Background: an optimization exercise with open tools, aiming at small area, a short achievable clock period and few clock cycles. Do not read the settings as production practice.
Function was checked by simulation only, so behaviour that the tests miss may differ from the original.
Power is estimated from default activity; no workload was simulated.

== P ==
## ARS_des
module ARS_des(clk,reset,key,din,flag,dout,ready);
input [64:1] din;
input [64:1] key;
input clk,reset;
input flag;
output [64:1] dout;
output ready;
function [64:1]	IP;
input	[64:1]	IPin;
begin
IP=	 {IPin[58],IPin[50],IPin[42],IPin[34],IPin[26],IPin[18],IPin[10],IPin[2],
      IPin[60],IPin[52],IPin[44],IPin[36],IPin[28],IPin[20],IPin[12],IPin[4],
      IPin[62],IPin[54],IPin[46],IPin[38],IPin[30],IPin[22],IPin[14],IPin[6],
      IPin[64],IPin[56],IPin[48],IPin[40],IPin[32],IPin[24],IPin[16],IPin[8],
      IPin[57],IPin[49],IPin[41],IPin[33],IPin[25],IPin[17],IPin[9],IPin[1],
      IPin[59],IPin[51],IPin[43],IPin[35],IPin[27],IPin[19],IPin[11],IPin[3],
      IPin[61],IPin[53],IPin[45],IPin[37],IPin[29],IPin[21],IPin[13],IPin[5],
      IPin[63],IPin[55],IPin[47],IPin[39],IPin[31],IPin[23],IPin[15],IPin[7]};
end
endfunction
function [64:1] IVIP;
input    [64:1]  IP_1in;
begin
IVIP = {IP_1in[40],IP_1in[8],IP_1in[48],IP_1in[16],IP_1in[56],IP_1in[24],IP_1in[64],IP_1in[32],
        IP_1in[39],IP_1in[7],IP_1in[47],IP_1in[15],IP_1in[55],IP_1in[23],IP_1in[63],IP_1in[31],
  ...
Size: roughly 1700 cells after synthesis, ~130 flip-flops, about 200 I/O pins.
export LEC_CHECK = 0
export ABC_AREA = 1
export CAP_MARGIN = 20
export CORE_MARGIN = 2
export CORE_UTILIZATION = 40
export CTS_BUF_LIST = sky130_fd_sc_hd__clkbuf_4 sky130_fd_sc_hd__clkbuf_8
export SETUP_SLACK_MARGIN = 3.6
export SLEW_MARGIN = 20
create_clock -name core_clock -period 6.0 [get_ports {clk}]
standard.sh (not shown) runs the stock make flow with config.mk's settings and CLKGATE_MAP_FILE= SYNTH_SCRIPT=/design/flow/synth_recipe.tcl, a recipe that flattens the netlist after the stock synthesis.
==> flow/flow/run.sh <==
#!/bin/bash
# Own layout flow: the standard ORFS layout with two changes.
#  1. Synthesis skips ORFS's full-adder extraction (ADDER_MAP_FILE empty), which otherwise turns
#     the XORs of the round function into half-adder cells that ABC cannot optimise. Flip-flop
#     mapping is unchanged, so the registers, their names and cell types are the standard ones.
#  2. Ports are buffered with sky130_fd_sc_hd__buf_1 instead of the default buffer cell.
# Each make run's full output goes to its own log file in this folder.
set -euo pipefail
work=$(pwd)
bash standard.sh synth ADDER_MAP_FILE= > "$work/synth.log" 2>&1
bash standard.sh finish BUFFER_PORTS_ARGS="-buffer_cell sky130_fd_sc_hd__buf_1" > "$work/layout.log" 2>&1
test -f "$work/out/final.def"
P: full flow OK, the timing, DRC and antenna checks passed
Testbench counts of P, summed over its fixed seeds: cycles 13,056.
What Q does differently from P at the input level:
- a deleted CTS_BUF_LIST that had been sky130_fd_sc_hd__clkbuf_4 sky130_fd_sc_hd__clkbuf_8
==> flow/flow/run.sh <==
#!/bin/bash
# Own layout flow: the standard ORFS layout with two changes.
#  1. Synthesis maps the logic with an area-oriented ABC script (flow/abc_area.script, used in
#     place of ORFS's) and skips ORFS's full-adder extraction (ADDER_MAP_FILE empty). Flip-flop
#     mapping is unchanged, so the registers, their names and cell types are the standard ones.
#  2. Ports are buffered with sky130_fd_sc_hd__buf_1 instead of the default buffer cell.
# Each make run's full output goes to its own log file in this folder.
set -euo pipefail
work=$(pwd)
rm -rf "$work/scripts_area"
cp -r "$FLOW_HOME/scripts" "$work/scripts_area"
cp "$work/flow/abc_area.script" "$work/scripts_area/abc_area.script"
bash standard.sh synth SCRIPTS_DIR="$work/scripts_area" ADDER_MAP_FILE= > "$work/synth.log" 2>&1
bash standard.sh finish BUFFER_PORTS_ARGS="-buffer_cell sky130_fd_sc_hd__buf_1" > "$work/layout.log" 2>&1
test -f "$work/out/final.def"
==> flow/flow/abc_area.script (new file) <==
strash
&get -n
&dch
&nf -p
&put
topo
stime -c
buffer -c
upsize -c
dnsize -c
Compared with P, in Q proportion of cell area spent on the clock network shows an increase of 1.3 points, XOR/XNOR share of the synthesized area shows an increase of 10 points, combinational fraction of design power shows an increase of 3.7 points, number of flip-flops and latches shows no meaningful change. NOTE: fraction of area in non-clock buffers in Q exceeds that of P. On setup slack after placement, P loses to Q. The maximum number of pins on one net before global-route repair of Q falls short of that of P by about 13%. Compared to P, the routing of Q uses less wire.
For R, these inputs were changed with respect to Q:
- changing CORE_UTILIZATION from 40 to 52
- setting CTS_BUF_LIST to sky130_fd_sc_hd__clkbuf_4 sky130_fd_sc_hd__clkbuf_8 for the first time
==> flow/flow/run.sh <==
#!/bin/bash
# Own layout flow: the standard ORFS layout with two changes.
#  1. Synthesis skips ORFS's full-adder extraction (ADDER_MAP_FILE empty), which otherwise turns
#     the XORs of the round function into half-adder cells that ABC cannot optimise. Flip-flop
#     mapping is unchanged, so the registers, their names and cell types are the standard ones.
#  2. Ports are buffered with sky130_fd_sc_hd__buf_1 instead of the default buffer cell.
# Each make run's full output goes to its own log file in this folder.
set -euo pipefail
work=$(pwd)
bash standard.sh synth ADDER_MAP_FILE= > "$work/synth.log" 2>&1
bash standard.sh finish BUFFER_PORTS_ARGS="-buffer_cell sky130_fd_sc_hd__buf_1" > "$work/layout.log" 2>&1
test -f "$work/out/final.def"
removed: flow/flow/abc_area.script
==> run notes <==
- The final reports for R and Q show clock network power lower in the former.
- Buffer share of cell area: R vs Q down 3.1 points
- The area after synthesis of R exceeds that of Q by about 8%.
- Comparing the two runs side by side, R comes out ahead of Q on overall power after layout.
- Internal power of R falls short of that of Q by more than a quarter.
- Summary of the comparison: share of total power in the clock network is lower in R, relative to Q.
- Relative to Q, the final standard cell area without fillers measured on R has decreased by a little under 10%.
- Comparing R and Q, worst-case setup margin in the final layout is lower on Q.
- Of the two values seen for termination of the worst setup path, data[24] was produced by Q and dout[16] by R.

* * *

Another version of the RTL of ARS_des (not shown whole).
Size in the first run: about 130 flip-flops, about 200 I/O pins.
==> flow/config.mk <==
export PLATFORM = sky130hd
export DESIGN_NAME = ARS_des
export DESIGN_NICKNAME = ARS_des
export VERILOG_FILES = /design/flow/design.v
export SDC_FILE = /design/flow/constraint.sdc
export NUM_CORES = 4
export LEC_CHECK = 0
export ABC_AREA = 1
export CAP_MARGIN = 20
export CORE_MARGIN = 2
export CORE_UTILIZATION = 40
export SETUP_SLACK_MARGIN = 3.6
export SLEW_MARGIN = 20
==> flow/constraint.sdc <==
create_clock -name core_clock -period 6.0 [get_ports {clk}]
set_input_delay 1.2000 -clock core_clock [delete_from_list [all_inputs] [get_ports {clk}]]
set_output_delay 1.2000 -clock core_clock [all_outputs]
set_load 0.01 [all_outputs]
==> flow/flow/run.sh <==
#!/bin/bash
# Own layout flow: the standard ORFS layout, with ports buffered by sky130_fd_sc_hd__buf_1
# instead of the default buffer cell. Each make run's full output goes to its own log file here.
set -euo pipefail
work=$(pwd)
bash standard.sh synth > "$work/synth.log" 2>&1
bash standard.sh finish BUFFER_PORTS_ARGS="-buffer_cell sky130_fd_sc_hd__buf_1" > "$work/layout.log" 2>&1
test -f "$work/out/final.def"
The starting point finished with timing, DRC and antenna clean.
Testbench counts at the start, summed over its fixed seeds: cycles 13,056.
Then changed:
==> flow/flow/run.sh (replaced) <==
#!/bin/bash
# Own layout flow: the standard ORFS layout with two changes.
#  1. Synthesis maps the logic with an area-oriented ABC script (flow/abc_area.script) instead of
#     ORFS's, and without the full-adder extraction. Flip-flop mapping (dfflibmap) is unchanged, so
#     the registers, their names and cell types are those of the standard synthesis.
#  2. Ports are buffered with sky130_fd_sc_hd__buf_1 instead of the default buffer cell.
# Each make run's full output goes to its own log file in this folder.
set -euo pipefail
work=$(pwd)
rm -rf "$work/scripts_area"
cp -r "$FLOW_HOME/scripts" "$work/scripts_area"
cp "$work/flow/abc_area.script" "$work/scripts_area/abc_area.script"
bash standard.sh synth SCRIPTS_DIR="$work/scripts_area" ABC_AREA=1 ADDER_MAP_FILE= > "$work/synth.log" 2>&1
bash standard.sh finish BUFFER_PORTS_ARGS="-buffer_cell sky130_fd_sc_hd__buf_1" > "$work/layout.log" 2>&1
test -f "$work/out/final.def"
==> flow/flow/abc_area.script (new file) <==
strash
&get -n
&deepsyn -T 60
&put
dch -f
map -a
topo
Outcome: The changed run produced a clean layout; routed wire length shrinks by 6.0%; final area is higher by 0.74%; worst setup slack loses 0.26 ns; hold slack got worse by 0.040 ns; non-clock buffer count rises by 96.

* * *

Setup of build 22:
ARS_des with an RTL version that a note above also has.
For scale: roughly 200 I/O pins, about 9300 um^2 of cells after synthesis.
Design ARS_des, start of the top module:
module ARS_des(clk,reset,key,din,flag,dout,ready);
input [64:1] din;
input [64:1] key;
input clk,reset;
input flag;
output [64:1] dout;
output ready;
function [64:1]	IP;
input	[64:1]	IPin;
begin
IP=	 {IPin[58],IPin[50],IPin[42],IPin[34],IPin[26],IPin[18],IPin[10],IPin[2],
      IPin[60],IPin[52],IPin[44],IPin[36],IPin[28],IPin[20],IPin[12],IPin[4],
      IPin[62],IPin[54],IPin[46],IPin[38],IPin[30],IPin[22],IPin[14],IPin[6],
      IPin[64],IPin[56],IPin[48],IPin[40],IPin[32],IPin[24],IPin[16],IPin[8],
      IPin[57],IPin[49],IPin[41],IPin[33],IPin[25],IPin[17],IPin[9],IPin[1],
      IPin[59],IPin[51],IPin[43],IPin[35],IPin[27],IPin[19],IPin[11],IPin[3],
      IPin[61],IPin[53],IPin[45],IPin[37],IPin[29],IPin[21],IPin[13],IPin[5],
      IPin[63],IPin[55],IPin[47],IPin[39],IPin[31],IPin[23],IPin[15],IPin[7]};
end
endfunction
function [64:1] IVIP;
input    [64:1]  IP_1in;
begin
IVIP = {IP_1in[40],IP_1in[8],IP_1in[48],IP_1in[16],IP_1in[56],IP_1in[24],IP_1in[64],IP_1in[32],
        IP_1in[39],IP_1in[7],IP_1in[47],IP_1in[15],IP_1in[55],IP_1in[23],IP_1in[63],IP_1in[31],
        IP_1in[38],IP_1in[6],IP_1in[46],IP_1in[14],IP_1in[54],IP_1in[22],IP_1in[62],IP_1in[30],
        IP_1in[37],IP_1in[5],IP_1in[45],IP_1in[13],IP_1in[53],IP_1in[21],IP_1in[61],IP_1in[29],
        IP_1in[36],IP_1in[4],IP_1in[44],IP_1in[12],IP_1in[52],IP_1in[20],IP_1in[60],IP_1in[28],
        IP_1in[35],IP_1in[3],IP_1in[43],IP_1in[11],IP_1in[51],IP_1in[19],IP_1in[59],IP_1in[27],
        IP_1in[34],IP_1in[2],IP_1in[42],IP_1in[10],IP_1in[50],IP_1in[18],IP_1in[58],IP_1in[26],
        IP_1in[33],IP_1in[1],IP_1in[41],IP_1in[9],IP_1in[49],IP_1in[17],IP_1in[57],IP_1in[25]};
end
endfunction
reg [64:1] data;      
reg [1:56] cd;        
reg [3:0] cnt;        
reg mode;             
reg ready;
reg busy;             
reg sh1;              
  ...
Settings: LEC_CHECK=0, ABC_AREA=1, CAP_MARGIN=20, CORE_MARGIN=2, CORE_UTILIZATION=40, SETUP_SLACK_MARGIN=3.6, SLEW_MARGIN=20; clock period 6.0 ns.
==> flow/flow/run.sh <==
#!/bin/bash
# Own layout flow: the standard ORFS layout with two changes.
#  1. Synthesis maps the logic with an area-oriented ABC script (flow/abc_area.script, used in
#     place of ORFS's) and skips ORFS's full-adder extraction (ADDER_MAP_FILE empty). Flip-flop
#     mapping is unchanged, so the registers, their names and cell types are the standard ones.
#  2. Ports are buffered with sky130_fd_sc_hd__buf_1 instead of the default buffer cell.
# Each make run's full output goes to its own log file in this folder.
set -euo pipefail
work=$(pwd)
rm -rf "$work/scripts_area"
cp -r "$FLOW_HOME/scripts" "$work/scripts_area"
cp "$work/flow/abc_area.script" "$work/scripts_area/abc_area.script"
bash standard.sh synth SCRIPTS_DIR="$work/scripts_area" ADDER_MAP_FILE= > "$work/synth.log" 2>&1
bash standard.sh finish BUFFER_PORTS_ARGS="-buffer_cell sky130_fd_sc_hd__buf_1" > "$work/layout.log" 2>&1
test -f "$work/out/final.def"
==> flow/flow/abc_area.script <==
strash
&get -n
&dch
&nf -p -R 50
&put
topo
stime -c
buffer -c
upsize -c
dnsize -c
Build 22: all stages complete, timing, DRC and antenna checks passed
Testbench counts of build 22, summed over its fixed seeds: cycles 13,056.
## Diff of input files: build 51 against build 22
- CORE_UTILIZATION: 40 -> 30
--- a/flow/flow/abc_area.script
+++ b/flow/flow/abc_area.script
@@ -3,3 +3,3 @@
 &dch
-&nf -p -R 50
+&nf -p
 &put
--- outcome ---
- Each of the runs, namely build 22 and build 51, reached the end of the flow and came out clean.
- Build 51 ended up with data[24] as its critical path capture point; build 22 ended up with data[17].
- Build 51 drops more vias than build 22.
- Worst hold margin: build 51 vs build 22 up 0.013 ns
- Build 51 against build 22: total power of the final layout now sits higher, sequential share of layout area -1.6 points, per-instance average area after synthesis +about 5%, combined buffer and inverter count along the critical path up 1.
- Going from build 22 to build 51, cell depth of the worst flop-to-flop path shrinks by 1.
- Filler cell count, build 51 vs build 22: up by more than a quarter
- The cell with the largest stage delay on the worst path comes out sky130_fd_sc_hd__or3_4 in one run and sky130_fd_sc_hd__or4_4 in the other, namely in build 22 and build 51 respectively.
Input-level comparison between build 13 and build 51:
- putting CTS_CLUSTER_DIAMETER at 300 where nothing was set
- swapping 30 for 40 in CORE_UTILIZATION
- putting CTS_CLUSTER_SIZE at 64 where nothing was set
==> flow/flow/run.sh <==
#!/bin/bash
# Own layout flow: the standard ORFS layout with two changes.
#  1. Synthesis skips ORFS's full-adder extraction (ADDER_MAP_FILE empty), which otherwise turns
#     the XORs of the round function into half-adder cells that ABC cannot optimise. Flip-flop
#     mapping is unchanged, so the registers, their names and cell types are the standard ones.
#  2. Ports are buffered with sky130_fd_sc_hd__buf_1 instead of the default buffer cell.
# Each make run's full output goes to its own log file in this folder.
set -euo pipefail
work=$(pwd)
bash standard.sh synth ADDER_MAP_FILE= > "$work/synth.log" 2>&1
bash standard.sh finish BUFFER_PORTS_ARGS="-buffer_cell sky130_fd_sc_hd__buf_1" > "$work/layout.log" 2>&1
test -f "$work/out/final.def"
removed: flow/flow/abc_area.script
--- outcome ---
- Build 13 vs. build 51: switching part of the total shows an increase of 5.4 points, synthesized netlist net count shows an increase of 541, clock network power shows no meaningful change, number of global-route vias before repair shows an increase of 1803.
Relative to build 13, the following input files were edited for build 5:
- CTS_CLUSTER_SIZE: 64 -> unset
- CTS_CLUSTER_DIAMETER: 300 -> unset
Findings:
Build 13 | status: complete | timing, DRC, antenna: pass. Build 5 ended with every stage complete and zero timing, DRC or antenna violations. Power share of the clock group: build 5 vs build 13, no meaningful difference. Build 5 -> build 13: fmax delta 0, exact match. Compared with build 13, in build 5 final critical path time including I/O delays and setup neither gained nor lost much; total power flat; width of the chip held steady. Delta (build 5 minus build 13): synthesized instance count neither gained nor lost much, number of H-tree levels neither gained nor lost much, cell area after layout neither gained nor lost much, number of clock buffers in the layout neither gained nor lost much.
Input changes introduced in build 38 (baseline for comparison: build 5):
- CORE_UTILIZATION: 40 -> 52
==> comparison <==
Delta (build 38 minus build 5): clock-buffer cell count -2, synthesis-to-layout area growth -2.2 points, final wirelength -7.6%, per-cell routed wire length -3.9%, hold slack ~0 delta. Summary — cell area, build 38 relative to build 5: lower, by about 1.8%.

==> static timing again, ports no longer ideal <==
The flow's constraints put no driver on any port. The routed layouts listed below were extracted and timed again, unchanged, in two steps. Step 1, drivers: a clkbuf_16 drives clk and a buf_2 each remaining input, both assumed. Step 2 adds t to the input delays and takes it off the output delays; t is the mean of the earliest and latest rising clock arrival at the registers after step 1. Input paths then give back, and output paths get back, about the clock's delay inside the block. a / b / c = ideal / step 1 / step 2; a / b = the first two.
run | shift t [ns] | slack for setup (ns) | hold WS [ns] | worst register clock-pin slew, ns
P | 0.516 | 3.535 / 3.492 / 3.201 | 0.475 / 0.475 / 0.475 | 0.09 / 0.09
Q | 0.478 | 3.510 / 3.470 / 3.160 | 0.453 / 0.453 / 0.453 | 0.07 / 0.07
R | 0.501 | 3.554 / 3.509 / 3.081 | 0.470 / 0.470 / 0.470 | 0.09 / 0.09
the first run of note 2 | 0.487 | 3.608 / 3.559 / 3.296 | 0.498 / 0.498 / 0.498 | 0.07 / 0.07
the second run of note 2 | 0.484 | 3.345 / 3.345 / 3.203 | 0.458 / 0.458 / 0.458 | 0.07 / 0.07
build 22 | 0.466 | 3.340 / 3.340 / 3.231 | 0.444 / 0.444 / 0.444 | 0.07 / 0.07
build 51 | 0.489 | 3.519 / 3.519 / 3.191 | 0.457 / 0.457 / 0.457 | 0.07 / 0.07
build 13 | 0.478 | 3.580 / 3.534 / 3.197 | 0.468 / 0.468 / 0.468 | 0.07 / 0.07
build 5 | 0.478 | 3.580 / 3.534 / 3.197 | 0.468 / 0.468 / 0.468 | 0.07 / 0.07
build 38 | 0.479 | 3.560 / 3.510 / 3.144 | 0.467 / 0.467 / 0.467 | 0.07 / 0.07
After both steps setup and hold are still met in every run listed. For R, which loses most, drivers alone change the setup slack by -0.045 ns; drivers and shift together by -0.473 ns.
